What follows belongs to an exercise in optimizing a design on an open flow for small area, a short achievable clock period and few clock cycles; a production flow would make more cautious choices. Only simulation tests tie the RTL to the original design; equivalence was not proved. No activity file was given, so power comes from the tool's default toggle rates.

==> flow/design.v <==
`timescale 1ns/100ps
`default_nettype none
module m1(
input logic Clock,
input logic StartBit,
input logic Resetn,
input logic [15:0] ReadData,
output logic [15:0] WriteData,
output logic [17:0] SRAM_Address,
output logic Wen,
output logic StopBit
);
localparam logic [17:0] U_BASE   = 18'd38400;
localparam logic [17:0] V_BASE   = 18'd57600;
localparam logic [17:0] RGB_BASE = 18'd146944;
logic        run;
logic [4:0]  p;        
logic [15:0] S;        
logic [7:0]  col;      
logic [17:0] Wa;       
logic        w5, w6;   
logic        wr;       
logic        f0, f1, f157, f158, f159, quirk;    
logic        start;    
assign Wen = ~wr;
always_ff @(posedge Clock or negedge Resetn) begin
	if (~Resetn) begin
		run <= 1'b0;
		start <= 1'b0;
		p <= 5'b00001;
		S <= 16'd0;
		col <= 8'd156;
		Wa <= RGB_BASE;
		w5 <= 1'b0;
		w6 <= 1'b0;
		f0 <= 1'b0;
		f1 <= 1'b0;
		f157 <= 1'b0;
		f158 <= 1'b0;
		f159 <= 1'b0;
		quirk <= 1'b0;
		SRAM_Address <= 18'd0;
		wr <= 1'b0;
		StopBit <= 1'b0;
	end else if (~run) begin
		start <= StartBit;
		if (start && ~StopBit) begin
			run <= 1'b1;
			SRAM_Address <= U_BASE;
		end
	end else begin
		p <= {p[3:0], p[4]};
		wr <= 1'b0;
		if (p[0] | p[2] | p[3]) begin
			SRAM_Address <= Wa;
			if (p[0] ? w6 : w5) begin
				wr <= 1'b1;
				Wa <= Wa + 18'd1;
			end
		end
		if (p[1]) begin
			SRAM_Address <= {2'b00, S - 16'd4};
			if (wr && (&SRAM_Address)) begin
				StopBit <= 1'b1;
				run <= 1'b0;
			end
		end
		if (p[4]) begin
			S <= S + 16'd1;
			col <= f159 ? 8'd0 : col + 8'd1;
			f0 <= f159;
			f1 <= f0;
			f157 <= (col == 8'd156);
			f158 <= f157;
			f159 <= f158;
			quirk <= (S == 16'd5);
			if (S == 16'd4) w5 <= 1'b1;
			if (S == 16'd5) w6 <= 1'b1;
			SRAM_Address <= (S[0] ? U_BASE + 18'd1 : V_BASE) + {3'b000, S[15:1]};
		end
	end
end
logic [7:0] ur [0:5];
logic [7:0] vr [0:5];
logic [15:0] upend;
logic [7:0]  vpend;
wire ins = run & p[2];
always_ff @(posedge Clock) begin
	for (int k = 0; k < 5; k++) begin
		ur[k] <= ur[k+1];
		vr[k] <= vr[k+1];
	end
	ur[5] <= ur[0];
	vr[5] <= vr[0];
	if (ins) begin
		ur[0] <= S[0] ? upend[15:8] : upend[7:0];
		vr[0] <= S[0] ? ReadData[15:8] : vpend;
	end
	if (ins & ~S[0]) upend <= ReadData;
	if (ins & S[0]) vpend <= ReadData[7:0];
end
logic [7:0] w [0:5];
always_comb begin
	if (p[3]) for (int k = 0; k < 6; k++) w[k] = ur[5-k];
	else      for (int k = 0; k < 6; k++) w[k] = vr[(10-k) % 6];
end
logic [7:0] a1, b1, a2, b2, a3, b3;
always_comb begin
	a1 = w[2];
	b1 = f159 ? w[2] : w[3];
	a2 = f0 ? w[2] : w[1];
	b2 = f159 ? w[2] : f158 ? w[3] : w[4];
	a3 = f0 ? w[2] : f1 ? w[1] : w[0];
	b3 = f159 ? w[2] : f158 ? w[3] : (f157 || quirk) ? w[4] : w[5];
end
logic [8:0] s1, s2, s3;
always_ff @(posedge Clock) begin
	s1 <= a1 + b1;
	s2 <= a2 + b2;
	s3 <= a3 + b3;
end
wire [8:0] io;
wire [10:0] io3;
m1_interp u_interp(.Clock(Clock), .s1(s1), .s2(s2), .s3(s3), .o(io), .o3(io3));
logic [8:0] uo;     
always_ff @(posedge Clock) uo <= io;
logic [7:0] yb, yl;
always_ff @(posedge Clock) begin
	yb <= p[4] ? ReadData[15:8] : yl;
	if (p[4]) yl <= ReadData[7:0];
end
wire [7:0] ue = ur[1];
wire [7:0] ve = vr[1];
wire [8:0] eu = {ue[7], ~ue[7], ue[6:0]};
wire [8:0] ev = {ve[7], ~ve[7], ve[6:0]};
wire [8:0] xu = p[0] ? eu : uo;
wire [22:0] xt;
m1_yterm u_yterm(.Y(yb), .T(xt));
logic [22:0] pt;
logic [8:0] pu, pv;
logic [10:0] pu3, pv3;
always_ff @(posedge Clock) begin
	pt <= xt;
	pu <= xu;
	pu3 <= {xu, 1'b0} + {2'b00, xu};
	if (p[0]) begin
		pv <= ev;
		pv3 <= {ev, 1'b0} + {2'b00, ev};
	end else begin
		pv <= io;
		pv3 <= io3;
	end
end
wire [7:0] rr, gg, bb;
m1_pix u_pix(.Clock(Clock), .T(pt), .U(pu), .U3(pu3), .V(pv), .V3(pv3), .R(rr), .G(gg), .B(bb));
logic [7:0]  bh;
logic [15:0] gbh;
always_ff @(posedge Clock) begin
	bh <= bb;
	gbh <= {gg, bb};
	if (p[2])      WriteData <= {rr, gg};
	else if (p[3]) WriteData <= {bh, rr};
	else if (p[4]) WriteData <= gbh;
end
endmodule
module m1_yterm(
input logic [7:0] Y,
output logic [24:2] T
);
wire yt_1 = Y[0] ^ Y[3];
wire yt_2 = Y[0] & Y[3];
wire yt_3 = Y[1] ^ Y[4];
wire yt_4 = Y[1] & Y[4];
wire yt_5 = Y[2] ^ Y[5];
wire yt_6 = Y[2] & Y[5];
wire yt_7 = Y[0] ^ Y[2];
wire yt_8 = Y[0] & Y[2];
wire yt_9 = Y[1] ^ Y[3] ^ Y[5];
wire yt_10 = (Y[1] & Y[3]) | (Y[1] & Y[5]) | (Y[3] & Y[5]);
wire yt_11 = Y[2] ^ Y[4] ^ Y[6];
wire yt_12 = (Y[2] & Y[4]) | (Y[2] & Y[6]) | (Y[4] & Y[6]);
wire yt_13 = Y[5] ^ Y[7] ^ yt_1;
wire yt_14 = (Y[5] & Y[7]) | (Y[5] & yt_1) | (Y[7] & yt_1);
wire yt_15 = Y[6] ^ yt_2 ^ yt_3;
wire yt_16 = (Y[6] & yt_2) | (Y[6] & yt_3) | (yt_2 & yt_3);
wire yt_17 = Y[7] ^ yt_4 ^ yt_5;
wire yt_18 = (Y[7] & yt_4) | (Y[7] & yt_5) | (yt_4 & yt_5);
wire yt_19 = Y[3] ^ Y[6] ^ yt_6;
wire yt_20 = (Y[3] & Y[6]) | (Y[3] & yt_6) | (Y[6] & yt_6);
wire yt_21 = Y[4] ^ Y[7];
wire yt_22 = Y[4] & Y[7];
wire yt_23 = Y[0] ^ Y[2];
wire yt_24 = Y[0] & Y[2];
wire yt_25 = ~1'b0 ^ Y[1] ^ Y[3];
wire yt_26 = (~1'b0 & Y[1]) | (~1'b0 & Y[3]) | (Y[1] & Y[3]);
wire yt_27 = ~1'b0 ^ Y[4] ^ yt_7;
wire yt_28 = (~1'b0 & Y[4]) | (~1'b0 & yt_7) | (Y[4] & yt_7);
wire yt_29 = ~1'b0 ^ yt_8 ^ yt_9;
wire yt_30 = (~1'b0 & yt_8) | (~1'b0 & yt_9) | (yt_8 & yt_9);
wire yt_31 = ~1'b0 ^ yt_10 ^ yt_11;
wire yt_32 = (~1'b0 & yt_10) | (~1'b0 & yt_11) | (yt_10 & yt_11);
wire yt_33 = ~1'b0 ^ yt_12 ^ yt_13;
wire yt_34 = (~1'b0 & yt_12) | (~1'b0 & yt_13) | (yt_12 & yt_13);
wire yt_35 = ~1'b0 ^ yt_14 ^ yt_15;
wire yt_36 = (~1'b0 & yt_14) | (~1'b0 & yt_15) | (yt_14 & yt_15);
wire yt_37 = ~1'b0 ^ yt_16 ^ yt_17;
wire yt_38 = (~1'b0 & yt_16) | (~1'b0 & yt_17) | (yt_16 & yt_17);
wire yt_39 = ~1'b0 ^ yt_18 ^ yt_19;
wire yt_40 = (~1'b0 & yt_18) | (~1'b0 & yt_19) | (yt_18 & yt_19);
wire yt_41 = ~1'b0 ^ yt_21 ^ yt_20;
wire yt_42 = (~1'b0 & yt_21) | (~1'b0 & yt_20) | (yt_21 & yt_20);
wire yt_43 = ~1'b0 ^ Y[5] ^ yt_22;
wire yt_44 = (~1'b0 & Y[5]) | (~1'b0 & yt_22) | (Y[5] & yt_22);
wire yt_45 = ~1'b0 ^ Y[6];
wire yt_46 = ~1'b0 & Y[6];
wire yt_47 = ~1'b0 ^ Y[7];
wire yt_48 = ~1'b0 & Y[7];
wire [24:0] yt_a = {yt_48, yt_46, yt_44, yt_42, yt_40, yt_38, yt_36, yt_34, yt_32, yt_30, yt_28, yt_26, yt_24, yt_23, ~1'b0, Y[0], ~Y[6], ~Y[5], ~Y[4], ~Y[3], ~Y[2], ~Y[1], ~1'b0, 1'b0, 1'b0};
wire [24:0] yt_b = {~1'b0, yt_47, yt_45, yt_43, yt_41, yt_39, yt_37, yt_35, yt_33, yt_31, yt_29, yt_27, yt_25, ~1'b0, Y[1], ~Y[7], 1'b0, 1'b0, 1'b0, 1'b0, 1'b0, 1'b0, ~Y[0], 1'b0, 1'b0};
wire [24:0] yts = yt_a + yt_b;
assign T = yts[24:2];
endmodule
module m1_pix(
input logic Clock,
input logic [24:2] T,
input logic [8:0] U,
input logic [10:0] U3,
input logic [8:0] V,
input logic [10:0] V3,
output logic [7:0] R,
output logic [7:0] G,
output logic [7:0] B
);
wire r_1 = T[8] ^ V[1];
wire r_2 = T[8] & V[1];
wire r_3 = T[9] ^ V[2];
wire r_4 = T[9] & V[2];
wire r_5 = T[10] ^ V[3] ^ V[6];
wire r_6 = (T[10] & V[3]) | (T[10] & V[6]) | (V[3] & V[6]);
wire r_7 = T[11] ^ V3[0] ^ V[4];
wire r_8 = (T[11] & V3[0]) | (T[11] & V[4]) | (V3[0] & V[4]);
wire r_9 = T[12] ^ V3[1];
wire r_10 = T[12] & V3[1];
wire r_11 = T[15] ^ V3[0];
wire r_12 = T[15] & V3[0];
wire r_13 = T[6] ^ V[2];
wire r_14 = T[6] & V[2];
wire r_15 = T[7] ^ V[0] ^ V[3];
wire r_16 = (T[7] & V[0]) | (T[7] & V[3]) | (V[0] & V[3]);
wire r_17 = V[4] ^ V3[8] ^ r_1;
wire r_18 = (V[4] & V3[8]) | (V[4] & r_1) | (V3[8] & r_1);
wire r_19 = V[5] ^ V3[9] ^ r_2;
wire r_20 = (V[5] & V3[9]) | (V[5] & r_2) | (V3[9] & r_2);
wire r_21 = V3[10] ^ r_4 ^ r_5;
wire r_22 = (V3[10] & r_4) | (V3[10] & r_5) | (r_4 & r_5);
wire r_23 = V[7] ^ r_6 ^ r_7;
wire r_24 = (V[7] & r_6) | (V[7] & r_7) | (r_6 & r_7);
wire r_25 = V[5] ^ V[8] ^ r_9;
wire r_26 = (V[5] & V[8]) | (V[5] & r_9) | (V[8] & r_9);
wire r_27 = T[13] ^ V3[2] ^ V[6];
wire r_28 = (T[13] & V3[2]) | (T[13] & V[6]) | (V3[2] & V[6]);
wire r_29 = T[14] ^ V3[3] ^ V[7];
wire r_30 = (T[14] & V3[3]) | (T[14] & V[7]) | (V3[3] & V[7]);
wire r_31 = V3[4] ^ V[8] ^ r_11;
wire r_32 = (V3[4] & V[8]) | (V3[4] & r_11) | (V[8] & r_11);
wire r_33 = T[16] ^ V3[1] ^ V3[5];
wire r_34 = (T[16] & V3[1]) | (T[16] & V3[5]) | (V3[1] & V3[5]);
wire r_35 = T[17] ^ V3[2];
wire r_36 = T[17] & V3[2];
wire r_37 = T[18] ^ V3[3] ^ V3[7];
wire r_38 = (T[18] & V3[3]) | (T[18] & V3[7]) | (V3[3] & V3[7]);
wire r_39 = T[19] ^ V3[4];
wire r_40 = T[19] & V3[4];
wire r_41 = T[20] ^ V3[5] ^ V3[9];
wire r_42 = (T[20] & V3[5]) | (T[20] & V3[9]) | (V3[5] & V3[9]);
wire r_43 = T[21] ^ V3[6];
wire r_44 = T[21] & V3[6];
wire r_45 = T[22] ^ V3[7];
wire r_46 = T[22] & V3[7];
wire r_47 = T[4] ^ V[0];
wire r_48 = T[4] & V[0];
wire r_49 = T[5] ^ V[1] ^ V3[5];
wire r_50 = (T[5] & V[1]) | (T[5] & V3[5]) | (V[1] & V3[5]);
wire r_51 = ~1'b0 ^ V3[6] ^ r_13;
wire r_52 = (~1'b0 & V3[6]) | (~1'b0 & r_13) | (V3[6] & r_13);
wire r_53 = V3[7] ^ r_14 ^ r_15;
wire r_54 = (V3[7] & r_14) | (V3[7] & r_15) | (r_14 & r_15);
wire r_55 = ~1'b0 ^ r_16 ^ r_17;
wire r_56 = (~1'b0 & r_16) | (~1'b0 & r_17) | (r_16 & r_17);
wire r_57 = r_3 ^ r_18 ^ r_19;
wire r_58 = (r_3 & r_18) | (r_3 & r_19) | (r_18 & r_19);
wire r_59 = ~1'b0 ^ r_20 ^ r_21;
wire r_60 = (~1'b0 & r_20) | (~1'b0 & r_21) | (r_20 & r_21);
wire r_61 = ~1'b0 ^ r_22 ^ r_23;
wire r_62 = (~1'b0 & r_22) | (~1'b0 & r_23) | (r_22 & r_23);
wire r_63 = r_8 ^ r_25 ^ r_24;
wire r_64 = (r_8 & r_25) | (r_8 & r_24) | (r_25 & r_24);
wire r_65 = r_10 ^ r_27 ^ r_26;
wire r_66 = (r_10 & r_27) | (r_10 & r_26) | (r_27 & r_26);
wire r_67 = ~1'b0 ^ r_28 ^ r_29;
wire r_68 = (~1'b0 & r_28) | (~1'b0 & r_29) | (r_28 & r_29);
wire r_69 = ~1'b0 ^ r_30 ^ r_31;
wire r_70 = (~1'b0 & r_30) | (~1'b0 & r_31) | (r_30 & r_31);
wire r_71 = r_12 ^ r_33 ^ r_32;
wire r_72 = (r_12 & r_33) | (r_12 & r_32) | (r_33 & r_32);
wire r_73 = V3[6] ^ r_35 ^ r_34;
wire r_74 = (V3[6] & r_35) | (V3[6] & r_34) | (r_35 & r_34);
wire r_75 = ~1'b0 ^ r_36 ^ r_37;
wire r_76 = (~1'b0 & r_36) | (~1'b0 & r_37) | (r_36 & r_37);
wire r_77 = V3[8] ^ r_39 ^ r_38;
wire r_78 = (V3[8] & r_39) | (V3[8] & r_38) | (r_39 & r_38);
wire r_79 = ~1'b0 ^ r_40 ^ r_41;
wire r_80 = (~1'b0 & r_40) | (~1'b0 & r_41) | (r_40 & r_41);
wire r_81 = V3[10] ^ r_43 ^ r_42;
wire r_82 = (V3[10] & r_43) | (V3[10] & r_42) | (r_43 & r_42);
wire r_83 = ~1'b0 ^ r_44 ^ r_45;
wire r_84 = (~1'b0 & r_44) | (~1'b0 & r_45) | (r_44 & r_45);
wire r_85 = T[23] ^ V3[8] ^ r_46;
wire r_86 = (T[23] & V3[8]) | (T[23] & r_46) | (V3[8] & r_46);
wire r_87 = T[24] ^ V3[9];
wire r_88 = T[24] & V3[9];
wire r_89 = ~1'b0 ^ V3[10];
wire r_90 = ~1'b0 & V3[10];
wire [26:0] r_a = {r_90, r_88, r_86, r_84, r_82, r_80, r_78, r_76, r_74, r_72, r_70, r_68, r_66, r_64, r_62, r_60, r_58, r_56, r_54, r_52, r_50, r_48, r_47, T[3], T[2], V3[1], V3[0]};
wire [26:0] r_b = {~1'b0, r_89, r_87, r_85, r_83, r_81, r_79, r_77, r_75, r_73, r_71, r_69, r_67, r_65, r_63, r_61, r_59, r_57, r_55, r_53, r_51, r_49, V3[4], V3[3], V3[2], 1'b0, 1'b0};
wire [18:0] r_lo = {1'b0, r_a[17:0]} + {1'b0, r_b[17:0]};
logic [26:18] r_ha, r_hb;
logic r_c;
logic [17:16] r_l;
always_ff @(posedge Clock) begin
	r_ha <= r_a[26:18];
	r_hb <= r_b[26:18];
	r_c <= r_lo[18];
	r_l <= r_lo[17:16];
end
wire [26:18] r_s = r_ha + r_hb + {{(8){1'b0}}, r_c};
wire [26:16] r_f = {r_s, r_l};
assign R = r_f[26] ? 8'd0 : (|r_f[25:24]) ? 8'd255 : r_f[23:16];
wire g_1 = ~1'b0 ^ ~U3[2];
wire g_2 = ~1'b0 & ~U3[2];
wire g_3 = 1'b0 ^ U3[3] ^ V[1];
wire g_4 = (1'b0 & U3[3]) | (1'b0 & V[1]) | (U3[3] & V[1]);
wire g_5 = ~U3[4] ^ ~V[2];
wire g_6 = ~U3[4] & ~V[2];
wire g_7 = 1'b0 ^ U3[5] ^ V[3];
wire g_8 = (1'b0 & U3[5]) | (1'b0 & V[3]) | (U3[5] & V[3]);
wire g_9 = ~1'b0 ^ ~U3[6];
wire g_10 = ~1'b0 & ~U3[6];
wire g_11 = ~U[0] ^ ~U3[7];
wire g_12 = ~U[0] & ~U3[7];
wire g_13 = 1'b0 ^ U[1] ^ U3[8];
wire g_14 = (1'b0 & U[1]) | (1'b0 & U3[8]) | (U[1] & U3[8]);
wire g_15 = U[2] ^ U3[9] ^ V[0];
wire g_16 = (U[2] & U3[9]) | (U[2] & V[0]) | (U3[9] & V[0]);
wire g_17 = U3[0] ^ U[3] ^ U3[10];
wire g_18 = (U3[0] & U[3]) | (U3[0] & U3[10]) | (U[3] & U3[10]);
wire g_19 = ~V[1] ^ ~V[8];
wire g_20 = ~V[1] & ~V[8];
wire g_21 = U3[1] ^ U[4] ^ V3[0];
wire g_22 = (U3[1] & U[4]) | (U3[1] & V3[0]) | (U[4] & V3[0]);
wire g_23 = T[14] ^ ~V[2];
wire g_24 = T[14] & ~V[2];
wire g_25 = 1'b0 ^ U3[2] ^ U[5];
wire g_26 = (1'b0 & U3[2]) | (1'b0 & U[5]) | (U3[2] & U[5]);
wire g_27 = ~T[15] ^ V3[1] ^ V[3];
wire g_28 = (~T[15] & V3[1]) | (~T[15] & V[3]) | (V3[1] & V[3]);
wire g_29 = 1'b0 ^ U3[3] ^ U[6];
wire g_30 = (1'b0 & U3[3]) | (1'b0 & U[6]) | (U3[3] & U[6]);
wire g_31 = ~T[16] ^ V3[2] ^ V[4];
wire g_32 = (~T[16] & V3[2]) | (~T[16] & V[4]) | (V3[2] & V[4]);
wire g_33 = U3[4] ^ U[7] ^ V3[3];
wire g_34 = (U3[4] & U[7]) | (U3[4] & V3[3]) | (U[7] & V3[3]);
wire g_35 = T[17] ^ ~V[5];
wire g_36 = T[17] & ~V[5];
wire g_37 = U3[5] ^ U[8] ^ V3[4];
wire g_38 = (U3[5] & U[8]) | (U3[5] & V3[4]) | (U[8] & V3[4]);
wire g_39 = T[18] ^ ~V[6];
wire g_40 = T[18] & ~V[6];
wire g_41 = 1'b0 ^ U3[6] ^ V3[5];
wire g_42 = (1'b0 & U3[6]) | (1'b0 & V3[5]) | (U3[6] & V3[5]);
wire g_43 = T[19] ^ ~V[7];
wire g_44 = T[19] & ~V[7];
wire g_45 = 1'b0 ^ U3[7] ^ V3[6];
wire g_46 = (1'b0 & U3[7]) | (1'b0 & V3[6]) | (U3[7] & V3[6]);
wire g_47 = T[20] ^ ~V[8];
wire g_48 = T[20] & ~V[8];
wire g_49 = 1'b0 ^ U3[8] ^ V3[7];
wire g_50 = (1'b0 & U3[8]) | (1'b0 & V3[7]) | (U3[8] & V3[7]);
wire g_51 = ~1'b0 ^ ~U3[9];
wire g_52 = ~1'b0 & ~U3[9];
wire g_53 = ~1'b0 ^ ~U3[10];
wire g_54 = ~1'b0 & ~U3[10];
wire g_55 = ~1'b0 ^ ~U3[0];
wire g_56 = ~1'b0 & ~U3[0];
wire g_57 = ~U3[1] ^ ~V[4];
wire g_58 = ~U3[1] & ~V[4];
wire g_59 = ~T[5] ^ V[0] ^ V[5];
wire g_60 = (~T[5] & V[0]) | (~T[5] & V[5]) | (V[0] & V[5]);
wire g_61 = T[6] ^ ~V[6] ^ g_2;
wire g_62 = (T[6] & ~V[6]) | (T[6] & g_2) | (~V[6] & g_2);
wire g_63 = T[7] ^ ~V[7] ^ g_5;
wire g_64 = (T[7] & ~V[7]) | (T[7] & g_5) | (~V[7] & g_5);
wire g_65 = T[8] ^ ~V[8] ^ g_6;
wire g_66 = (T[8] & ~V[8]) | (T[8] & g_6) | (~V[8] & g_6);
wire g_67 = T[9] ^ ~V[4] ^ g_9;
wire g_68 = (T[9] & ~V[4]) | (T[9] & g_9) | (~V[4] & g_9);
wire g_69 = T[10] ^ g_10 ^ g_11;
wire g_70 = (T[10] & g_10) | (T[10] & g_11) | (g_10 & g_11);
wire g_71 = T[11] ^ ~V[6] ^ g_12;
wire g_72 = (T[11] & ~V[6]) | (T[11] & g_12) | (~V[6] & g_12);
wire g_73 = V[7] ^ g_14 ^ g_15;
wire g_74 = (V[7] & g_14) | (V[7] & g_15) | (g_14 & g_15);
wire g_75 = T[13] ^ g_19 ^ ~g_16;
wire g_76 = (T[13] & g_19) | (T[13] & ~g_16) | (g_19 & ~g_16);
wire g_77 = g_20 ^ g_23 ^ ~g_18;
wire g_78 = (g_20 & g_23) | (g_20 & ~g_18) | (g_23 & ~g_18);
wire g_79 = g_22 ^ g_25 ^ g_27;
wire g_80 = (g_22 & g_25) | (g_22 & g_27) | (g_25 & g_27);
wire g_81 = g_26 ^ g_28 ^ g_29;
wire g_82 = (g_26 & g_28) | (g_26 & g_29) | (g_28 & g_29);
wire g_83 = g_30 ^ g_32 ^ g_33;
wire g_84 = (g_30 & g_32) | (g_30 & g_33) | (g_32 & g_33);
wire g_85 = g_36 ^ g_39 ^ ~g_34;
wire g_86 = (g_36 & g_39) | (g_36 & ~g_34) | (g_39 & ~g_34);
wire g_87 = g_40 ^ g_43 ^ ~g_38;
wire g_88 = (g_40 & g_43) | (g_40 & ~g_38) | (g_43 & ~g_38);
wire g_89 = g_44 ^ g_47 ^ ~g_42;
wire g_90 = (g_44 & g_47) | (g_44 & ~g_42) | (g_47 & ~g_42);
wire g_91 = T[21] ^ g_48 ^ ~g_46;
wire g_92 = (T[21] & g_48) | (T[21] & ~g_46) | (g_48 & ~g_46);
wire g_93 = T[22] ^ ~V3[8] ^ g_51;
wire g_94 = (T[22] & ~V3[8]) | (T[22] & g_51) | (~V3[8] & g_51);
wire g_95 = T[23] ^ g_52 ^ g_53;
wire g_96 = (T[23] & g_52) | (T[23] & g_53) | (g_52 & g_53);
wire g_97 = 1'b0 ^ ~T[24] ^ V3[10];
wire g_98 = (1'b0 & ~T[24]) | (1'b0 & V3[10]) | (~T[24] & V3[10]);
wire g_99 = T[3] ^ g_55;
wire g_100 = T[3] & g_55;
wire g_101 = T[4] ^ g_56 ^ g_57;
wire g_102 = (T[4] & g_56) | (T[4] & g_57) | (g_56 & g_57);
wire g_103 = g_58 ^ g_1 ^ ~g_59;
wire g_104 = (g_58 & g_1) | (g_58 & ~g_59) | (g_1 & ~g_59);
wire g_105 = g_60 ^ g_3 ^ ~g_61;
wire g_106 = (g_60 & g_3) | (g_60 & ~g_61) | (g_3 & ~g_61);
wire g_107 = ~g_4 ^ g_62 ^ g_63;
wire g_108 = (~g_4 & g_62) | (~g_4 & g_63) | (g_62 & g_63);
wire g_109 = ~g_7 ^ g_64 ^ g_65;
wire g_110 = (~g_7 & g_64) | (~g_7 & g_65) | (g_64 & g_65);
wire g_111 = ~g_8 ^ g_66 ^ g_67;
wire g_112 = (~g_8 & g_66) | (~g_8 & g_67) | (g_66 & g_67);
wire g_113 = ~V[5] ^ g_68 ^ g_69;
wire g_114 = (~V[5] & g_68) | (~V[5] & g_69) | (g_68 & g_69);
wire g_115 = ~g_13 ^ g_70 ^ g_71;
wire g_116 = (~g_13 & g_70) | (~g_13 & g_71) | (g_70 & g_71);
wire g_117 = T[12] ^ g_72 ^ ~g_73;
wire g_118 = (T[12] & g_72) | (T[12] & ~g_73) | (g_72 & ~g_73);
wire g_119 = g_17 ^ g_74 ^ ~g_75;
wire g_120 = (g_17 & g_74) | (g_17 & ~g_75) | (g_74 & ~g_75);
wire g_121 = ~g_21 ^ g_76 ^ g_77;
wire g_122 = (~g_21 & g_76) | (~g_21 & g_77) | (g_76 & g_77);
wire g_123 = g_24 ^ g_78 ^ ~g_79;
wire g_124 = (g_24 & g_78) | (g_24 & ~g_79) | (g_78 & ~g_79);
wire g_125 = g_31 ^ g_80 ^ g_81;
wire g_126 = (g_31 & g_80) | (g_31 & g_81) | (g_80 & g_81);
wire g_127 = ~g_35 ^ g_82 ^ g_83;
wire g_128 = (~g_35 & g_82) | (~g_35 & g_83) | (g_82 & g_83);
wire g_129 = g_37 ^ g_84 ^ ~g_85;
wire g_130 = (g_37 & g_84) | (g_37 & ~g_85) | (g_84 & ~g_85);
wire g_131 = ~g_41 ^ g_86 ^ g_87;
wire g_132 = (~g_41 & g_86) | (~g_41 & g_87) | (g_86 & g_87);
wire g_133 = ~g_45 ^ g_88 ^ g_89;
wire g_134 = (~g_45 & g_88) | (~g_45 & g_89) | (g_88 & g_89);
wire g_135 = ~g_49 ^ g_90 ^ g_91;
wire g_136 = (~g_49 & g_90) | (~g_49 & g_91) | (g_90 & g_91);
wire g_137 = ~g_50 ^ g_92 ^ g_93;
wire g_138 = (~g_50 & g_92) | (~g_50 & g_93) | (g_92 & g_93);
wire g_139 = ~V3[9] ^ g_94 ^ g_95;
wire g_140 = (~V3[9] & g_94) | (~V3[9] & g_95) | (g_94 & g_95);
wire g_141 = g_54 ^ ~g_97 ^ g_96;
wire g_142 = (g_54 & ~g_97) | (g_54 & g_96) | (~g_97 & g_96);
wire [26:0] g_a = {~1'b0, g_142, g_140, g_138, g_136, g_134, g_132, ~g_130, ~g_128, ~g_126, g_124, g_122, ~g_120, g_118, g_116, g_114, g_112, g_110, g_108, ~g_106, g_104, g_102, g_100, g_99, T[2], ~V[1], ~1'b0};
wire [26:0] g_b = {1'b0, ~g_98, g_141, g_139, g_137, g_135, g_133, g_131, ~g_129, ~g_127, ~g_125, g_123, g_121, ~g_119, g_117, g_115, g_113, g_111, g_109, g_107, ~g_105, g_103, g_101, ~V[3], ~V[2], 1'b0, ~V[0]};
wire [18:0] g_lo = {1'b0, g_a[17:0]} + {1'b0, g_b[17:0]};
logic [26:18] g_ha, g_hb;
logic g_c;
logic [17:16] g_l;
always_ff @(posedge Clock) begin
	g_ha <= g_a[26:18];
	g_hb <= g_b[26:18];
	g_c <= g_lo[18];
	g_l <= g_lo[17:16];
end
wire [26:18] g_s = g_ha + g_hb + {{(8){1'b0}}, g_c};
wire [26:16] g_f = {g_s, g_l};
assign G = g_f[26] ? 8'd0 : (|g_f[25:24]) ? 8'd255 : g_f[23:16];
wire b_1 = T[8] ^ U[1];
wire b_2 = T[8] & U[1];
wire b_3 = T[9] ^ U[2];
wire b_4 = T[9] & U[2];
wire b_5 = T[10] ^ U[0] ^ U[3];
wire b_6 = (T[10] & U[0]) | (T[10] & U[3]) | (U[0] & U[3]);
wire b_7 = U3[7] ^ U3[10];
wire b_8 = U3[7] & U3[10];
wire b_9 = T[11] ^ U[1] ^ U[4];
wire b_10 = (T[11] & U[1]) | (T[11] & U[4]) | (U[1] & U[4]);
wire b_11 = T[12] ^ U[2];
wire b_12 = T[12] & U[2];
wire b_13 = T[13] ^ U[3];
wire b_14 = T[13] & U[3];
wire b_15 = T[14] ^ U[4];
wire b_16 = T[14] & U[4];
wire b_17 = T[15] ^ U[5];
wire b_18 = T[15] & U[5];
wire b_19 = T[6] ^ U3[3];
wire b_20 = T[6] & U3[3];
wire b_21 = T[7] ^ U[0] ^ U3[4];
wire b_22 = (T[7] & U[0]) | (T[7] & U3[4]) | (U[0] & U3[4]);
wire b_23 = U3[5] ^ U3[8] ^ b_1;
wire b_24 = (U3[5] & U3[8]) | (U3[5] & b_1) | (U3[8] & b_1);
wire b_25 = U3[6] ^ U3[9] ^ b_2;
wire b_26 = (U3[6] & U3[9]) | (U3[6] & b_2) | (U3[9] & b_2);
wire b_27 = b_4 ^ b_7 ^ b_5;
wire b_28 = (b_4 & b_7) | (b_4 & b_5) | (b_7 & b_5);
wire b_29 = U3[8] ^ b_8 ^ b_6;
wire b_30 = (U3[8] & b_8) | (U3[8] & b_6) | (b_8 & b_6);
wire b_31 = U[5] ^ U3[9] ^ b_11;
wire b_32 = (U[5] & U3[9]) | (U[5] & b_11) | (U3[9] & b_11);
wire b_33 = U[6] ^ U3[10] ^ b_12;
wire b_34 = (U[6] & U3[10]) | (U[6] & b_12) | (U3[10] & b_12);
wire b_35 = U[7] ^ b_14 ^ b_15;
wire b_36 = (U[7] & b_14) | (U[7] & b_15) | (b_14 & b_15);
wire b_37 = U[8] ^ b_16 ^ b_17;
wire b_38 = (U[8] & b_16) | (U[8] & b_17) | (b_16 & b_17);
wire b_39 = T[16] ^ U[6];
wire b_40 = T[16] & U[6];
wire b_41 = T[17] ^ U[0];
wire b_42 = T[17] & U[0];
wire b_43 = T[18] ^ U[1];
wire b_44 = T[18] & U[1];
wire b_45 = T[19] ^ U[2];
wire b_46 = T[19] & U[2];
wire b_47 = T[3] ^ U3[0];
wire b_48 = T[3] & U3[0];
wire b_49 = T[4] ^ U3[1] ^ U3[4];
wire b_50 = (T[4] & U3[1]) | (T[4] & U3[4]) | (U3[1] & U3[4]);
wire b_51 = T[5] ^ U3[2] ^ U3[5];
wire b_52 = (T[5] & U3[2]) | (T[5] & U3[5]) | (U3[2] & U3[5]);
wire b_53 = ~1'b0 ^ U3[6] ^ b_19;
wire b_54 = (~1'b0 & U3[6]) | (~1'b0 & b_19) | (U3[6] & b_19);
wire b_55 = U3[7] ^ b_20 ^ b_21;
wire b_56 = (U3[7] & b_20) | (U3[7] & b_21) | (b_20 & b_21);
wire b_57 = ~1'b0 ^ b_22 ^ b_23;
wire b_58 = (~1'b0 & b_22) | (~1'b0 & b_23) | (b_22 & b_23);
wire b_59 = b_3 ^ b_24 ^ b_25;
wire b_60 = (b_3 & b_24) | (b_3 & b_25) | (b_24 & b_25);
wire b_61 = ~1'b0 ^ b_26 ^ b_27;
wire b_62 = (~1'b0 & b_26) | (~1'b0 & b_27) | (b_26 & b_27);
wire b_63 = b_9 ^ b_28 ^ b_29;
wire b_64 = (b_9 & b_28) | (b_9 & b_29) | (b_28 & b_29);
wire b_65 = b_10 ^ b_30 ^ b_31;
wire b_66 = (b_10 & b_30) | (b_10 & b_31) | (b_30 & b_31);
wire b_67 = b_13 ^ b_32 ^ b_33;
wire b_68 = (b_13 & b_32) | (b_13 & b_33) | (b_32 & b_33);
wire b_69 = ~1'b0 ^ b_34 ^ b_35;
wire b_70 = (~1'b0 & b_34) | (~1'b0 & b_35) | (b_34 & b_35);
wire b_71 = ~1'b0 ^ b_36 ^ b_37;
wire b_72 = (~1'b0 & b_36) | (~1'b0 & b_37) | (b_36 & b_37);
wire b_73 = b_18 ^ b_39 ^ b_38;
wire b_74 = (b_18 & b_39) | (b_18 & b_38) | (b_39 & b_38);
wire b_75 = U[7] ^ b_40 ^ b_41;
wire b_76 = (U[7] & b_40) | (U[7] & b_41) | (b_40 & b_41);
wire b_77 = U[8] ^ b_42 ^ b_43;
wire b_78 = (U[8] & b_42) | (U[8] & b_43) | (b_42 & b_43);
wire b_79 = ~1'b0 ^ b_44 ^ b_45;
wire b_80 = (~1'b0 & b_44) | (~1'b0 & b_45) | (b_44 & b_45);
wire b_81 = T[20] ^ U[3] ^ b_46;
wire b_82 = (T[20] & U[3]) | (T[20] & b_46) | (U[3] & b_46);
wire b_83 = ~1'b0 ^ T[21] ^ U[4];
wire b_84 = (~1'b0 & T[21]) | (~1'b0 & U[4]) | (T[21] & U[4]);
wire b_85 = ~1'b0 ^ T[22] ^ U[5];
wire b_86 = (~1'b0 & T[22]) | (~1'b0 & U[5]) | (T[22] & U[5]);
wire b_87 = ~1'b0 ^ T[23] ^ U[6];
wire b_88 = (~1'b0 & T[23]) | (~1'b0 & U[6]) | (T[23] & U[6]);
wire b_89 = ~1'b0 ^ T[24] ^ U[7];
wire b_90 = (~1'b0 & T[24]) | (~1'b0 & U[7]) | (T[24] & U[7]);
wire [26:0] b_a = {~1'b0, b_90, b_88, b_86, b_84, b_82, b_80, b_78, b_76, b_74, b_72, b_70, b_68, b_66, b_64, b_62, b_60, b_58, b_56, b_54, b_52, b_50, b_48, b_47, T[2], U3[1], U3[0]};
wire [26:0] b_b = {1'b0, U[8], b_89, b_87, b_85, b_83, b_81, b_79, b_77, b_75, b_73, b_71, b_69, b_67, b_65, b_63, b_61, b_59, b_57, b_55, b_53, b_51, b_49, U3[3], U3[2], 1'b0, 1'b0};
wire [18:0] b_lo = {1'b0, b_a[17:0]} + {1'b0, b_b[17:0]};
logic [26:18] b_ha, b_hb;
logic b_c;
logic [17:16] b_l;
always_ff @(posedge Clock) begin
	b_ha <= b_a[26:18];
	b_hb <= b_b[26:18];
	b_c <= b_lo[18];
	b_l <= b_lo[17:16];
end
wire [26:18] b_s = b_ha + b_hb + {{(8){1'b0}}, b_c};
wire [26:16] b_f = {b_s, b_l};
assign B = b_f[26] ? 8'd0 : (|b_f[25:24]) ? 8'd255 : b_f[23:16];
endmodule
module m1_interp(
input logic Clock,
input logic [8:0] s1,
input logic [8:0] s2,
input logic [8:0] s3,
output logic [8:0] o,
output logic [10:0] o3
);
wire ip_1 = s1[0] ^ s1[2];
wire ip_2 = s1[0] & s1[2];
wire ip_3 = s1[1] ^ s1[3];
wire ip_4 = s1[1] & s1[3];
wire ip_5 = s1[0] ^ s2[1];
wire ip_6 = s1[0] & s2[1];
wire ip_7 = 1'b0 ^ s1[6] ^ s2[0];
wire ip_8 = (1'b0 & s1[6]) | (1'b0 & s2[0]) | (s1[6] & s2[0]);
wire ip_9 = s1[1] ^ s2[2] ^ s3[2];
wire ip_10 = (s1[1] & s2[2]) | (s1[1] & s3[2]) | (s2[2] & s3[2]);
wire ip_11 = 1'b0 ^ s1[7] ^ s2[1];
wire ip_12 = (1'b0 & s1[7]) | (1'b0 & s2[1]) | (s1[7] & s2[1]);
wire ip_13 = s2[3] ^ s3[3] ^ s3[5];
wire ip_14 = (s2[3] & s3[3]) | (s2[3] & s3[5]) | (s3[3] & s3[5]);
wire ip_15 = s3[7] ^ ip_1;
wire ip_16 = s3[7] & ip_1;
wire ip_17 = s1[8] ^ s2[2] ^ s2[6];
wire ip_18 = (s1[8] & s2[2]) | (s1[8] & s2[6]) | (s2[2] & s2[6]);
wire ip_19 = s2[4] ^ s3[4] ^ s3[6];
wire ip_20 = (s2[4] & s3[4]) | (s2[4] & s3[6]) | (s3[4] & s3[6]);
wire ip_21 = s3[8] ^ ip_2 ^ ip_3;
wire ip_22 = (s3[8] & ip_2) | (s3[8] & ip_3) | (ip_2 & ip_3);
wire ip_23 = ~1'b0 ^ s1[2] ^ s1[4];
wire ip_24 = (~1'b0 & s1[2]) | (~1'b0 & s1[4]) | (s1[2] & s1[4]);
wire ip_25 = s2[3] ^ ~s2[5] ^ s2[7];
wire ip_26 = (s2[3] & ~s2[5]) | (s2[3] & s2[7]) | (~s2[5] & s2[7]);
wire ip_27 = s3[5] ^ s3[7] ^ ip_4;
wire ip_28 = (s3[5] & s3[7]) | (s3[5] & ip_4) | (s3[7] & ip_4);
wire ip_29 = ~1'b0 ^ s1[3] ^ s1[5];
wire ip_30 = (~1'b0 & s1[3]) | (~1'b0 & s1[5]) | (s1[3] & s1[5]);
wire ip_31 = s2[4] ^ ~s2[6] ^ s2[8];
wire ip_32 = (s2[4] & ~s2[6]) | (s2[4] & s2[8]) | (~s2[6] & s2[8]);
wire ip_33 = s3[6] ^ s3[8];
wire ip_34 = s3[6] & s3[8];
wire ip_35 = s1[4] ^ s1[6] ^ s2[7];
wire ip_36 = (s1[4] & s1[6]) | (s1[4] & s2[7]) | (s1[6] & s2[7]);
wire ip_37 = s1[5] ^ s1[7];
wire ip_38 = s1[5] & s1[7];
wire ip_39 = ~1'b0 ^ ~s1[2];
wire ip_40 = ~1'b0 & ~s1[2];
wire ip_41 = ~s1[3] ^ ~s2[1];
wire ip_42 = ~s1[3] & ~s2[1];
wire ip_43 = s1[4] ^ ~s2[0] ^ s2[2];
wire ip_44 = (s1[4] & ~s2[0]) | (s1[4] & s2[2]) | (~s2[0] & s2[2]);
wire ip_45 = s3[0] ^ s3[2];
wire ip_46 = s3[0] & s3[2];
wire ip_47 = s1[5] ^ s2[3] ^ ~s3[1];
wire ip_48 = (s1[5] & s2[3]) | (s1[5] & ~s3[1]) | (s2[3] & ~s3[1]);
wire ip_49 = s3[3] ^ s3[5] ^ ip_5;
wire ip_50 = (s3[3] & s3[5]) | (s3[3] & ip_5) | (s3[5] & ip_5);
wire ip_51 = s3[4] ^ s3[6] ^ ip_6;
wire ip_52 = (s3[4] & s3[6]) | (s3[4] & ip_6) | (s3[6] & ip_6);
wire ip_53 = s2[4] ^ ip_7 ^ ~ip_9;
wire ip_54 = (s2[4] & ip_7) | (s2[4] & ~ip_9) | (ip_7 & ~ip_9);
wire ip_55 = s2[5] ^ ip_8 ^ ip_11;
wire ip_56 = (s2[5] & ip_8) | (s2[5] & ip_11) | (ip_8 & ip_11);
wire ip_57 = ip_10 ^ ip_13 ^ ip_15;
wire ip_58 = (ip_10 & ip_13) | (ip_10 & ip_15) | (ip_13 & ip_15);
wire ip_59 = ip_12 ^ ~ip_14 ^ ip_17;
wire ip_60 = (ip_12 & ~ip_14) | (ip_12 & ip_17) | (~ip_14 & ip_17);
wire ip_61 = ip_19 ^ ip_16 ^ ip_21;
wire ip_62 = (ip_19 & ip_16) | (ip_19 & ip_21) | (ip_16 & ip_21);
wire ip_63 = ~ip_18 ^ ip_20 ^ ip_23;
wire ip_64 = (~ip_18 & ip_20) | (~ip_18 & ip_23) | (ip_20 & ip_23);
wire ip_65 = ~ip_25 ^ ip_22 ^ ip_27;
wire ip_66 = (~ip_25 & ip_22) | (~ip_25 & ip_27) | (ip_22 & ip_27);
wire ip_67 = ip_33 ^ ip_24 ^ ip_29;
wire ip_68 = (ip_33 & ip_24) | (ip_33 & ip_29) | (ip_24 & ip_29);
wire ip_69 = ip_26 ^ ip_31 ^ ~ip_28;
wire ip_70 = (ip_26 & ip_31) | (ip_26 & ~ip_28) | (ip_31 & ~ip_28);
wire ip_71 = s3[7] ^ ip_34 ^ ip_30;
wire ip_72 = (s3[7] & ip_34) | (s3[7] & ip_30) | (ip_34 & ip_30);
wire ip_73 = s2[5] ^ ip_32 ^ ~ip_35;
wire ip_74 = (s2[5] & ip_32) | (s2[5] & ~ip_35) | (ip_32 & ~ip_35);
wire ip_75 = 1'b0 ^ s2[6] ^ ~s2[8];
wire ip_76 = (1'b0 & s2[6]) | (1'b0 & ~s2[8]) | (s2[6] & ~s2[8]);
wire ip_77 = s3[8] ^ ip_37 ^ ip_36;
wire ip_78 = (s3[8] & ip_37) | (s3[8] & ip_36) | (ip_37 & ip_36);
wire ip_79 = ~1'b0 ^ s1[6] ^ s1[8];
wire ip_80 = (~1'b0 & s1[6]) | (~1'b0 & s1[8]) | (s1[6] & s1[8]);
wire ip_81 = ~s2[7] ^ ip_38;
wire ip_82 = ~s2[7] & ip_38;
wire ip_83 = ~1'b0 ^ ~s2[8];
wire ip_84 = ~1'b0 & ~s2[8];
wire ip_85 = s3[0] ^ s3[2];
wire ip_86 = s3[0] & s3[2];
wire ip_87 = s3[1] ^ s3[3] ^ ip_40;
wire ip_88 = (s3[1] & s3[3]) | (s3[1] & ip_40) | (s3[3] & ip_40);
wire ip_89 = s3[4] ^ ip_45 ^ ip_42;
wire ip_90 = (s3[4] & ip_45) | (s3[4] & ip_42) | (ip_45 & ip_42);
wire ip_91 = ~ip_46 ^ ip_44 ^ ip_47;
wire ip_92 = (~ip_46 & ip_44) | (~ip_46 & ip_47) | (ip_44 & ip_47);
wire ip_93 = ~ip_48 ^ ip_50 ^ ip_51;
wire ip_94 = (~ip_48 & ip_50) | (~ip_48 & ip_51) | (ip_50 & ip_51);
wire ip_95 = ~ip_52 ^ ip_54 ^ ip_55;
wire ip_96 = (~ip_52 & ip_54) | (~ip_52 & ip_55) | (ip_54 & ip_55);
wire ip_97 = ip_56 ^ ip_59 ^ ~ip_58;
wire ip_98 = (ip_56 & ip_59) | (ip_56 & ~ip_58) | (ip_59 & ~ip_58);
wire ip_99 = ip_63 ^ ip_62 ^ ip_65;
wire ip_100 = (ip_63 & ip_62) | (ip_63 & ip_65) | (ip_62 & ip_65);
wire ip_101 = ip_64 ^ ip_67 ^ ip_66;
wire ip_102 = (ip_64 & ip_67) | (ip_64 & ip_66) | (ip_67 & ip_66);
wire ip_103 = ip_68 ^ ip_71 ^ ~ip_73;
wire ip_104 = (ip_68 & ip_71) | (ip_68 & ~ip_73) | (ip_71 & ~ip_73);
wire ip_105 = ~ip_75 ^ ip_72 ^ ip_77;
wire ip_106 = (~ip_75 & ip_72) | (~ip_75 & ip_77) | (ip_72 & ip_77);
wire ip_107 = ip_79 ^ ip_81 ^ ip_78;
wire ip_108 = (ip_79 & ip_81) | (ip_79 & ip_78) | (ip_81 & ip_78);
wire ip_109 = s1[7] ^ ip_83 ^ ip_80;
wire ip_110 = (s1[7] & ip_83) | (s1[7] & ip_80) | (ip_83 & ip_80);
wire ip_111 = s1[8] ^ ip_84;
wire ip_112 = s1[8] & ip_84;
wire ip_113 = ~1'b0 ^ ~s1[0];
wire ip_114 = ~1'b0 & ~s1[0];
wire ip_115 = ~s1[1] ^ s3[1];
wire ip_116 = ~s1[1] & s3[1];
wire ip_117 = ~s2[0] ^ ip_85 ^ ip_39;
wire ip_118 = (~s2[0] & ip_85) | (~s2[0] & ip_39) | (ip_85 & ip_39);
wire ip_119 = ip_86 ^ ip_41 ^ ip_87;
wire ip_120 = (ip_86 & ip_41) | (ip_86 & ip_87) | (ip_41 & ip_87);
wire ip_121 = ~ip_43 ^ ip_88 ^ ip_89;
wire ip_122 = (~ip_43 & ip_88) | (~ip_43 & ip_89) | (ip_88 & ip_89);
wire ip_123 = ip_90 ^ ip_49 ^ ~ip_91;
wire ip_124 = (ip_90 & ip_49) | (ip_90 & ~ip_91) | (ip_49 & ~ip_91);
wire ip_125 = ip_92 ^ ip_53 ^ ~ip_93;
wire ip_126 = (ip_92 & ip_53) | (ip_92 & ~ip_93) | (ip_53 & ~ip_93);
wire ip_127 = ip_57 ^ ip_94 ^ ~ip_95;
wire ip_128 = (ip_57 & ip_94) | (ip_57 & ~ip_95) | (ip_94 & ~ip_95);
wire ip_129 = ~ip_61 ^ ip_96 ^ ip_97;
wire ip_130 = (~ip_61 & ip_96) | (~ip_61 & ip_97) | (ip_96 & ip_97);
wire ip_131 = ip_60 ^ ip_98 ^ ~ip_99;
wire ip_132 = (ip_60 & ip_98) | (ip_60 & ~ip_99) | (ip_98 & ~ip_99);
wire ip_133 = ~ip_69 ^ ip_100 ^ ip_101;
wire ip_134 = (~ip_69 & ip_100) | (~ip_69 & ip_101) | (ip_100 & ip_101);
wire ip_135 = ~ip_70 ^ ip_103 ^ ip_102;
wire ip_136 = (~ip_70 & ip_103) | (~ip_70 & ip_102) | (ip_103 & ip_102);
wire ip_137 = ~ip_74 ^ ip_105 ^ ip_104;
wire ip_138 = (~ip_74 & ip_105) | (~ip_74 & ip_104) | (ip_105 & ip_104);
wire ip_139 = ~ip_76 ^ ip_106 ^ ip_107;
wire ip_140 = (~ip_76 & ip_106) | (~ip_76 & ip_107) | (ip_106 & ip_107);
wire ip_141 = ip_82 ^ ip_109 ^ ip_108;
wire ip_142 = (ip_82 & ip_109) | (ip_82 & ip_108) | (ip_109 & ip_108);
wire ip_143 = ~1'b0 ^ ip_111 ^ ip_110;
wire ip_144 = (~1'b0 & ip_111) | (~1'b0 & ip_110) | (ip_111 & ip_110);
wire ip_145 = ~1'b0 ^ ip_112;
wire ip_146 = ~1'b0 & ip_112;
wire [16:0] ip_a = {ip_144, ip_142, ip_140, ip_138, ip_136, ip_134, ~ip_132, ~ip_130, ip_128, ~ip_126, ip_124, ip_122, ip_120, ip_118, ip_116, ip_114, ip_113};
wire [16:0] ip_b = {ip_145, ip_143, ip_141, ip_139, ip_137, ip_135, ip_133, ~ip_131, ~ip_129, ip_127, ~ip_125, ip_123, ip_121, ip_119, ip_117, ip_115, s3[0]};
wire [8:0] ip_lo = {1'b0, ip_a[7:0]} + {1'b0, ip_b[7:0]};
logic [16:8] ip_ha, ip_hb;
logic ip_c;
always_ff @(posedge Clock) begin
	ip_ha <= ip_a[16:8];
	ip_hb <= ip_b[16:8];
	ip_c <= ip_lo[8];
end
wire [16:8] ip_s = ip_ha + ip_hb + {{(8){1'b0}}, ip_c};
assign o = ip_s[16:8];
assign o3 = {o, 1'b0} + {2'b00, o};
endmodule
==> flow/flow/run.sh <==
#!/bin/bash
# Standard synthesis, then the standard layout with stronger port buffers
# and timing repair aimed below the design's clock period.
set -euo pipefail
bash standard.sh synth > synth.log 2>&1
bash standard.sh "BUFFER_PORTS_ARGS=-buffer_cell sky130_fd_sc_hd__buf_4" "SETUP_SLACK_MARGIN=8.0" finish > layout.log 2>&1
==> flow/standard.sh <==
#!/bin/bash
# synth_recipe.tcl (not shown) runs the flow's synth.tcl, then flattens the netlist and writes it again
# the make line also repeats each setting of config.mk as NAME=value (left out here)
make -C /OpenROAD-flow-scripts/flow DESIGN_CONFIG=/design/flow/config.mk WORK_HOME=/design/flow/orfs CLKGATE_MAP_FILE= SYNTH_SCRIPT=/design/flow/synth_recipe.tcl "${@:-finish}"
==> flow/config.mk <==
export PLATFORM = sky130hd
export DESIGN_NAME = m1
export DESIGN_NICKNAME = m1
export VERILOG_FILES = /design/flow/design.v
export SDC_FILE = /design/flow/constraint.sdc
export NUM_CORES = 4
export LEC_CHECK = 0
export CAP_MARGIN = 20
export CORE_MARGIN = 2
export CORE_UTILIZATION = 65
export CTS_BUF_LIST = sky130_fd_sc_hd__clkbuf_16
export CTS_CLUSTER_DIAMETER = 80
export CTS_CLUSTER_SIZE = 18
export PLACE_DENSITY = 0.75
export SLEW_MARGIN = 20
==> flow/constraint.sdc <==
create_clock -name core_clock -period 12.0 [get_ports {Clock}]
set_input_delay 2.4000 -clock core_clock [delete_from_list [all_inputs] [get_ports {Clock}]]
set_output_delay 2.4000 -clock core_clock [all_outputs]
set_load 0.01 [all_outputs]
==> summary.md, run 1 <==
| Metric | Value |
|---|---|
| Result of the run | `no timing/DRC/antenna violations` |
| Row count | `70` |
| Net switching power of the design | `0.000499 W` |
| N_diodes | `0` |
| # fillers | `2770` |
| Detail Placement HPWL | `45.7 mm` |
| Boundary pin count | `55` |
| Number of placed instances with taps included | `2821` |
| Capturing element type of the critical path | `flip-flop` |
| Switching share of power | `0.209` |
| Routability Congestion | `0.929` |
| Clock transition at the registers of the reported paths | `80 ps` |
| Register area share after synthesis | `0.380` |
| Portion of netlist area occupied by mux cells | `0.0513` |
| Commonest register cell after synthesis | `dfxtp_1` |
| Final number of setup-violating endpoints | `0` |
| Chip Width | `198 um` |
| Slowest Stage Delay on Critical Path | `470 ps` |
| Total iterations of the first detailed-routing run | `5` |
| DRC violations left | `0` |
| Synthesized-area fraction occupied by and/or/nand/nor cells | `0.0794` |
| Post-Layout Inst Area | `26100 um2` |
| Maximum level of the CTS H-tree | `1` |
| Setup repair after global routing missed its margin | `yes` |
| Unique cell type count in the Yosys netlist | `85` |
| Clock network latency to the later pin of the worst-skew pair | `590 ps` |
| Total power density per cell area | `91.5 nW/um2` |
| Number of nets still failing antenna checks after routing | `0` |
| Average vias per placed instance | `5.70` |
| Most common cell on crit path | `inv_1` |
| Total number of vias | `16336` |
| Count of hold-fix buffers inserted at cts | `0` |
| Final core occ | `0.709` |
| Worst slew margin relative to its limit | `0.349` |
| Final period util | `0.319` |
| Number of sinks handled by clock tree synthesis | `419` |
| First-pass GRT wire length | `91.1 mm` |
| Cell chosen for the clock root | `clkbuf_16` |
| Capture endpoint of the worst hold path | `ur[4][1]` |
| Warnings from Yosys | `6` |
| Height of the die | `198 um` |
| Peak Freq | `0.261 GHz` |
| Final hold violations | `0` |
| Number of synthesized flops with an enable pin | `48` |
| Post-synthesis area per instance | `10.4 um2` |
| Fraction of power consumed by the clock network | `0.395` |
| VDD IR max | `0.126 mV` |
| Measured slew at the worst slew-check pin | `977 ps` |
| Fraction of power consumed by combinational cells | `0.009` |
| Number of buffers created by CTS | `28` |
| Critical path class | `flip-flop to flip-flop` |
| Area of placed instances | `25200 um2` |
| Maximum capacitance violations | `0` |
| Internal Dissipation | `0.00189 W` |
| Std-Cell Core Area | `36800 um2` |
| Path type of the worst min-delay path | `flip-flop to flip-flop` |
| Post-Synthesis Cells | `2348` |
| Total area of multi-input combinational cells | `13300 um2` |
| Port bufs | `54` |
| Summed instance area of the synthesized netlist | `24400 um2` |
| Startpoint class of the critical path | `flip-flop` |
| Static leakage | `12.2 nW` |
| Share of layout cells above drive strength 1 | `0.0771` |
| Worst-path maximum fanout | `4` |
| List of cells traversed by the critical path | `fa_1 > inv_1 > fa_2 > inv_1 > ha_1 > inv_1 > fa_1 > nand2b_1 > and2_1 > maj3_1 > a21oi_2 > o41ai_2 > o21ai_1 > nor3b_1 > a221o_1` |
| Average wire per standard cell | `20.0 um` |
| Post-synthesis xor/xnor area fraction | `0.0456` |
| Starting utilization of the core area | `0.663` |
| Largest family of logic cells by synthesized area | `adder cells` |
| Post-layout minimum cycle time | `3830 ps` |
| Layout area overhead | `6.93%` |
| Antenna violations before repair | `0` |
| FF-to-FF setup slack | `8170 ps` |
| Origin of the worst min-delay path | `ur[5][1]` |
| Standard cell with the maximum stage delay on the critical path | `fa_2` |
| Reg2Reg Launch Point | `u_interp.ip_c` |
| Fraction of the mapped netlist area in compound gates | `0.104` |
| Remaining global-route overflow | `0` |
| Post-synthesis adder-cell area fraction | `0.265` |
| Clock tree from TritonCTS | `built` |
| Number of violations reported at the end of detailed-routing iteration 0 | `1024` |
| Synth async-reset ratio | `0.184` |
| Required time at the endpoint of the critical path | `12460 ps` |
| Maximum buffer depth of the clock tree | `3` |
| Setup Total Neg Slack | `0 ps` |
| Area taken by flip-flops and latches | `9270 um2` |
| Instance count along the most critical hold path | `0` |
| Area of the die | `39100 um2` |
| Nets in the synthesized netlist | `2786` |
| Seq pwr share | `0.596` |
| Vias in the first global route | `16447` |
| WP data arrival | `4280 ps` |
| Pin count of the biggest net entering global routing | `49` |
| Tot GR Track Use | `0.305` |
| R2R Path End | `pv3[9]` |
| Cell count of the worst reg-to-reg path | `15` |
| Final Net Count | `2822` |
| Number of max-slew violations in the final report | `0` |
| Total wire length after detailed routing | `57.4 mm` |
| Worst Skew | `32.6 ps` |
| Yosys reg bits | `419` |
| Final cell count without fillers | `2867` |
==> state kept, by name, summed over array words and instances (netlist names), 11 cells and up <==
name,cells
S,16
vr,48
upend,16
SRAM_Address,18
WriteData,16
pv3,11
pu3,11
pt,23
gbh,16
ur,48
Wa,18
==> cells in the final DEF (no fill, tap or decap), types with 8 or more instances in the layout <==
master / n
and3_1: 12
fa_1: 162
mux2i_1: 61
mux2_2: 37
o21a_1: 29
clkbuf_16: 29
o21bai_1: 21
nor2b_1: 23
a31oi_1: 9
buf_4: 59
nor3_1: 14
edfxtp_1: 48
nand2b_1: 28
dfstp_2: 11
o31ai_1: 8
mux4_2: 10
nand3_1: 24
a22oi_1: 9
inv_1: 435
o22ai_1: 9
a21oi_1: 108
a21o_1: 33
dfrtp_1: 64
a211oi_1: 10
nand2_1: 120
xnor2_1: 84
ha_1: 256
nand4_1: 16
dfxtp_1: 293
or3_1: 8
xor2_1: 43
o21ai_0: 95
nor2_1: 117
==> worst max-delay path, delay by kind of cell (launching register included) <==
kind	cells	cell delay [ps]
fa+ha+maj	5	1850
buf+inv	3	280
compound gates	4	790
flops	1	320
simple gates	3	490
==> cell families (layout without fill, tap and decap cells) <==
kind of cell	count (synthesis)	count (layout)
multiplexers	108	108
flip-flops	419	419
XOR/XNOR	127	127
AO/OA/AOI/OAI	393	393
buffers and inverters	480	531
AND/OR/NAND/NOR	401	401
adder cells (fa/ha/maj)	420	420
==> per-stage QoR <==
| stage | total power, W | setup slack, ps | hold WS, ps |
|---|---|---|---|
| 2_1_floorplan | 0.00146 | 8510 | 324 |
| 3_3_place_gp | 0.00148 | 8320 | 327 |
| 3_5_place_dp | 0.00148 | 8170 | 331 |
| 4_1_cts | 0.00240 | 8120 | 349 |
| 5_1_grt | 0.00246 | 7970 | 348 |
| 6_report | 0.00239 | 8170 | 343 |
==> repair_timing <==
action	in CTS	in global routing
endpoints found under the setup margin	0	11
buffers inserted	0	1
resized for setup	0	8
==> how the worst max path moves through the flow <==
| stage | from | endpoint | slack [ps] | depth (start not counted) |
|---|---|---|---|---|
| 3_3_place_gp | pu3[0] | u_pix.b_l[17] | 8320 | 12 |
| 5_1_grt | pv3[0] | u_pix.r_l[17] | 7970 | 15 |
| 2_1_floorplan | u_interp.ip_c | pv3[9] | 8510 | 15 |
| 6_report | u_interp.ip_c | pv3[9] | 8170 | 15 |
| 4_1_cts | u_interp.ip_c | pv3[9] | 8120 | 15 |
| 3_5_place_dp | u_interp.ip_c | pv3[9] | 8170 | 15 |
==> synth_stat cells (9+ instances only) <==
library cell	instances	area, um2
o22ai_1	9	56.3
nor2_1	117	439
xor2_1	43	377
dfstp_2	11	289
edfxtp_1	48	1440
clkbuf_1	35	131
nand3_1	24	120
mux2_2	37	417
inv_1	424	1590
o21ai_0	96	480
dfrtp_1	66	1650
xnor2_1	84	736
nand2_1	120	450
a22oi_1	9	67.6
o21a_1	29	218
a31oi_1	9	56.3
and3_1	12	75.1
a211oi_1	10	75.1
mux4_2	10	225
a21oi_1	109	546
dfxtp_1	294	5890
nor2b_1	23	144
nand4_1	16	100
a21o_1	33	248
ha_1	256	3200
nand2b_1	28	175
mux2i_1	61	611
buf_2	12	60.1
fa_1	163	3260
o21bai_1	21	158
nor3_1	14	70.1
==> power groups by stage <==
stage | combinational [W] | sequential (W) | clock [W]
global placement | 0.0000218 | 0.00145 | 0
floorplan | 0.00000298 | 0.00146 | 0
global route | 0.0000242 | 0.00142 | 0.00101
detailed placement | 0.0000219 | 0.00145 | 0
CTS | 0.0000222 | 0.00142 | 0.000958
finish | 0.0000218 | 0.00142 | 0.000943
==> layout make-up <==
type                            count  share of cell area
Timing Repair Buffer               61              0.0180
Clock inverter                     16             0.00422
Inverter                          425              0.0611
Tap cell                          468              0.0224
Sequential cell                   419               0.355
Clock buffer                       29              0.0278
Multi-Input combinational cell   1449               0.511
==> metal layers <==
| layer | GRT usage | wire length (um) | vias up |
|---|---|---|---|
| li1 | - | - | 7800 |
| met1 | 0.453 | 27200 | 8085 |
| met2 | 0.494 | 26400 | 397 |
| met3 | 0.0312 | 2750 | 54 |
| met4 | 0.0560 | 1040 | 0 |
| met5 | 0 | 0 | - |
Testbench counts, summed over its fixed seeds: cycles 1,152,174.
==> inputs of run 2 (changes only) <==
--- a/flow/config.mk
+++ b/flow/config.mk
@@ -8,8 +8,7 @@
 export CAP_MARGIN = 20
 export CORE_MARGIN = 2
-export CORE_UTILIZATION = 65
+export CORE_UTILIZATION = 40
 export CTS_BUF_LIST = sky130_fd_sc_hd__clkbuf_16
-export CTS_CLUSTER_DIAMETER = 80
-export CTS_CLUSTER_SIZE = 18
-export PLACE_DENSITY = 0.75
+export CTS_CLUSTER_DIAMETER = 100
+export CTS_CLUSTER_SIZE = 28
 export SLEW_MARGIN = 20
==> run 2 against run 1 <==
- clock skew is 1.8 ps higher
- critical path depth stayed put
- total power is 2.9% lower
- fmax is 1.2% higher
- critical path type unchanged
- highest routed layer unchanged
- clock power is 7.2% lower
- sequential cell count stayed put
- clock-buffer cell count is 7 lower
- utilization is 27 points lower
- still clean on timing, DRC and antenna
- sequential power hardly changed
==> summary.md, run 2 <==
| Metric | Value |
|---|---|
| Worst slew margin relative to its limit | `0.265 (-0.0834)` |
| Commonest non-fill, non-tap cells in the layout | `inv_1, dfxtp_1, ha_1, fa_1, nand2_1` |
| Port bufs | `54 (unchanged)` |
| Boundary pin count | `55 (unchanged)` |
| Post-Place Worst Slack | `8180 ps (+6.30 ps)` |
| Clock tree from TritonCTS | `built` |
| Routability Congestion | `0.907 (-2.5%)` |
| Startpoint class of the critical path | `flip-flop` |
| Detail Placement HPWL | `46.5 mm (+1.9%)` |
| Post-Layout Inst Area | `26400 um2 (+1.0%)` |
| DRC violations left | `0 (unchanged)` |
| Cell chosen for the clock root | `clkbuf_16` |
| Final hold violations | `0 (unchanged)` |
| WHS | `355 ps (+12.0 ps)` |
| Worst Skew | `34.4 ps (+1.85 ps)` |
| Total wire length after detailed routing | `57.9 mm (+0.96%)` |
| Required time at the endpoint of the critical path | `12450 ps (about the same)` |
| Total design power | `0.00232 W (-2.9%)` |
| Setup Total Neg Slack | `0 ps (unchanged)` |
| Warnings from Yosys | `6 (unchanged)` |
| Remaining global-route overflow | `0 (unchanged)` |
| Post-layout minimum cycle time | `3780 ps (-46.5 ps)` |
| Commonest register cell after synthesis | `dfxtp_1` |
| Std-Cell Core Area | `60400 um2 (+64%)` |
| Maximum capacitance violations | `0 (unchanged)` |
| Origin of the worst min-delay path | `ur[3][2]` |
| Area of placed instances | `25600 um2 (+1.6%)` |
| # fillers | `5705 (+110%)` |
| Average vias per placed instance | `5.01 (-12%)` |
| Number of sinks handled by clock tree synthesis | `419 (unchanged)` |
| Most frequent standard cell in the layout excluding fill and tap cells | `inv_1` |
| Unique cell type count in the Yosys netlist | `85 (unchanged)` |
| Reg2Reg Launch Point | `u_interp.ip_c` |
| Final period util | `0.315 (-0.00387)` |
| WP data arrival | `4240 ps (-40 ps)` |
| Maximum level of the CTS H-tree | `1 (unchanged)` |
| Total number of vias | `15916 (-2.6%)` |
| Post-Synthesis Cells | `2348 (unchanged)` |
| Final number of setup-violating endpoints | `0 (unchanged)` |
| Summed instance area of the synthesized netlist | `24400 um2 (unchanged)` |
| Vias in the first global route | `16078 (-2.2%)` |
| Number of buffers created by CTS | `22 (-21%)` |
| Final Net Count | `2817 (-0.18%)` |
| Maximum buffer depth of the clock tree | `3 (unchanged)` |
| Antenna violations before repair | `1 (+1)` |
| Number of synthesized flops with an enable pin | `48 (unchanged)` |
| Height of the die | `251 um (+27%)` |
| Chip Width | `251 um (+27%)` |
| Average wire per standard cell | `18.2 um (-8.9%)` |
| Post-synthesis area per instance | `10.4 um2 (unchanged)` |
| First-pass GRT wire length | `91.2 mm (about the same)` |
| Number of nets still failing antenna checks after routing | `0 (unchanged)` |
| Pin count of the biggest net entering global routing | `78 (+59%)` |
| Top cell type's share of synthesized area | `0.241 (unchanged)` |
| Library cell with the highest instance count after synthesis | `inv_1` |
| Clock transition at the registers of the reported paths | `100 ps (+20 ps)` |
| Static leakage | `12.1 nW (-0.58%)` |
| Measured slew at the worst slew-check pin | `1100 ps (+121 ps)` |
| Area of the die | `63000 um2 (+61%)` |
| Top post-synthesis cells by count | `inv_1, dfxtp_1, ha_1` |
| Yosys reg bits | `419 (unchanged)` |
| Starting utilization of the core area | `0.404 (-0.259)` |
| Synth async-reset ratio | `0.184 (unchanged)` |
| Share of layout cells above drive strength 1 | `0.0756 (-0.00151)` |
| Register area share after synthesis | `0.380 (unchanged)` |
| Result of the run | `no timing/DRC/antenna violations` |
| Number of max-slew violations in the final report | `0 (unchanged)` |
| Capturing element type of the critical path | `flip-flop` |
| Largest registers in the final layout | `ur (48), vr (48), pt (23)` |
| Yosys top cell by area | `dfxtp_1` |
| Tot GR Track Use | `0.185 (-0.120)` |
| Peak Freq | `0.264 GHz (+1.2%)` |
| Worst Setup Slack, final | `8220 ps (+46.5 ps)` |
| Path type of the worst min-delay path | `flip-flop to flip-flop` |
| Area contributors post-synth | `dfxtp_1, fa_1, ha_1, dfrtp_1, inv_1` |
| Critical path class | `flip-flop to flip-flop` |
| Launch point of the worst path | `u_interp.ip_c` |
| Worst-path maximum fanout | `4 (unchanged)` |
| Total iterations of the first detailed-routing run | `5 (unchanged)` |
| Setup repair after global routing missed its margin | `no` |
| Layout area overhead | `8.03%` |
| Total power density per cell area | `88.0 nW/um2 (-3.8%)` |
| Row count | `90 (+29%)` |
| Nets in the synthesized netlist | `2786 (unchanged)` |
| Clock network latency to the later pin of the worst-skew pair | `580 ps (about the same)` |
| VDD IR max | `0.0714 mV (-43%)` |
| Number of violations reported at the end of detailed-routing iteration 0 | `891 (-13%)` |
==> run 2: changes by cell type in the layout (fill, tap and decap cells not counted), sizes merged <==
cell / change
diode: +1
bufinv: -1
buf: +1
inv: +2
clkbuf: -7
==> run 2: final cells by class <==
| cell class | instances | area, um2 | area share |
|---|---|---|---|
| multi-input cells | 1449 | 13300 | 0.505 |
| flip-flops and latches | 419 | 9270 | 0.352 |
| diodes | 1 | 2.50 | 0.0000949 |
| repair buffers | 62 | 465 | 0.0177 |
| well taps | 782 | 978 | 0.0371 |
| clock inverters | 17 | 173 | 0.00655 |
| clock buffers | 22 | 551 | 0.0209 |
| inverters | 425 | 1600 | 0.0605 |
==> run 2: power by group <==
group | internal, W | switching (W)
logic | 0.00000913 | 0.0000114
clock network | 0.000363 | 0.000512
registers | 0.00142 | 0.00000300
==> run 2: path summary, 6_finish.rpt <==
path | end | slack, ps | cells past startpoint
min reg2reg | ur[2][2] | 350 | 0
max reg2reg | pv3[9] | 8220 | 15
max | pv3[9] | 8220 | 15
max in group asynchronous | p[3] | 9300 | 1
min in group asynchronous | S[8] | 1920 | 1
min | ur[2][2] | 350 | 0
==> run 2: metrics by stage <==
| stage | utilization | cells |
|---|---|---|
| after floorplan | - | 2348 |
| after global placement | 0.424 | 3137 |
| after detailed placement | 0.424 | 3137 |
| after CTS | 0.436 | 3176 |
| after global routing | 0.437 | 3176 |
| final | 0.437 | 3177 |
==> run 2: critical path, stage by stage (launching register included) <==
cell and delay, ps:
dfxtp_1 330, fa_1 440, inv_1 90, fa_1 460
inv_1 140, ha_1 190, inv_1 60, fa_1 380
nand2b_1 210, and2_1 190, maj3_1 350, a21oi_2 190
o41ai_2 110, o21ai_1 180, nor3b_1 80, a221o_1 280
==> run 2: kinds of logic after synthesis <==
family	count (synthesis)	share of synthesized area
compound gates	393	0.104
xor+xnor	127	0.0456
fa+ha+maj	420	0.265
buf+inv	480	0.0747
flops	419	0.380
mux	108	0.0513
simple gates	401	0.0794
==> run 2: per-layer routing <==
layer,GRT usage,vias up,share of wire
met5,0,-,0
met4,0.0452,0,0.023
met3,0.0225,64,0.037
met2,0.305,287,0.46
met1,0.260,7795,0.48
li1,-,7770,-
==> run 2: what timing repair did <==
item / in CTS / in global routing
setup buffers: 0 / 0
endpoints found under the setup margin: 0 / 3
resized for setup: 0 / 2
hold buffers: 0 / 0

[afterwards: timing with drivers on the ports]
The results above use ideal ports. As a check the final layouts listed here were re-extracted and re-timed, cells and wires unchanged. Step 1 (the two cells are an assumption about what drives the block):
set clk [get_ports {Clock}]
set_driving_cell -lib_cell sky130_fd_sc_hd__clkbuf_16 $clk
set_driving_cell -lib_cell sky130_fd_sc_hd__buf_2 [delete_from_list [all_inputs] $clk]
Step 2 also shifts input and output timing later by t, the mid clock arrival at the registers, as if the neighbouring blocks saw the same clock. a / b / c = no drivers / after step 1 / after step 2; a / b = the first two.
| run | t, ns | setup WS [ns] | worst setup path after step 2 | worst register clock-pin slew, ns | worst slew at a driven data input, ns |
|---|---|---|---|---|---|
| run 1 | 0.629 | 8.172 / 8.172 / 8.172 | register to register | 0.08 / 0.08 | 0.04 |
| run 2 | 0.629 | 8.219 / 8.219 / 8.219 | register to register | 0.11 / 0.11 | 0.03 |
After both steps every run listed still meets setup and hold.
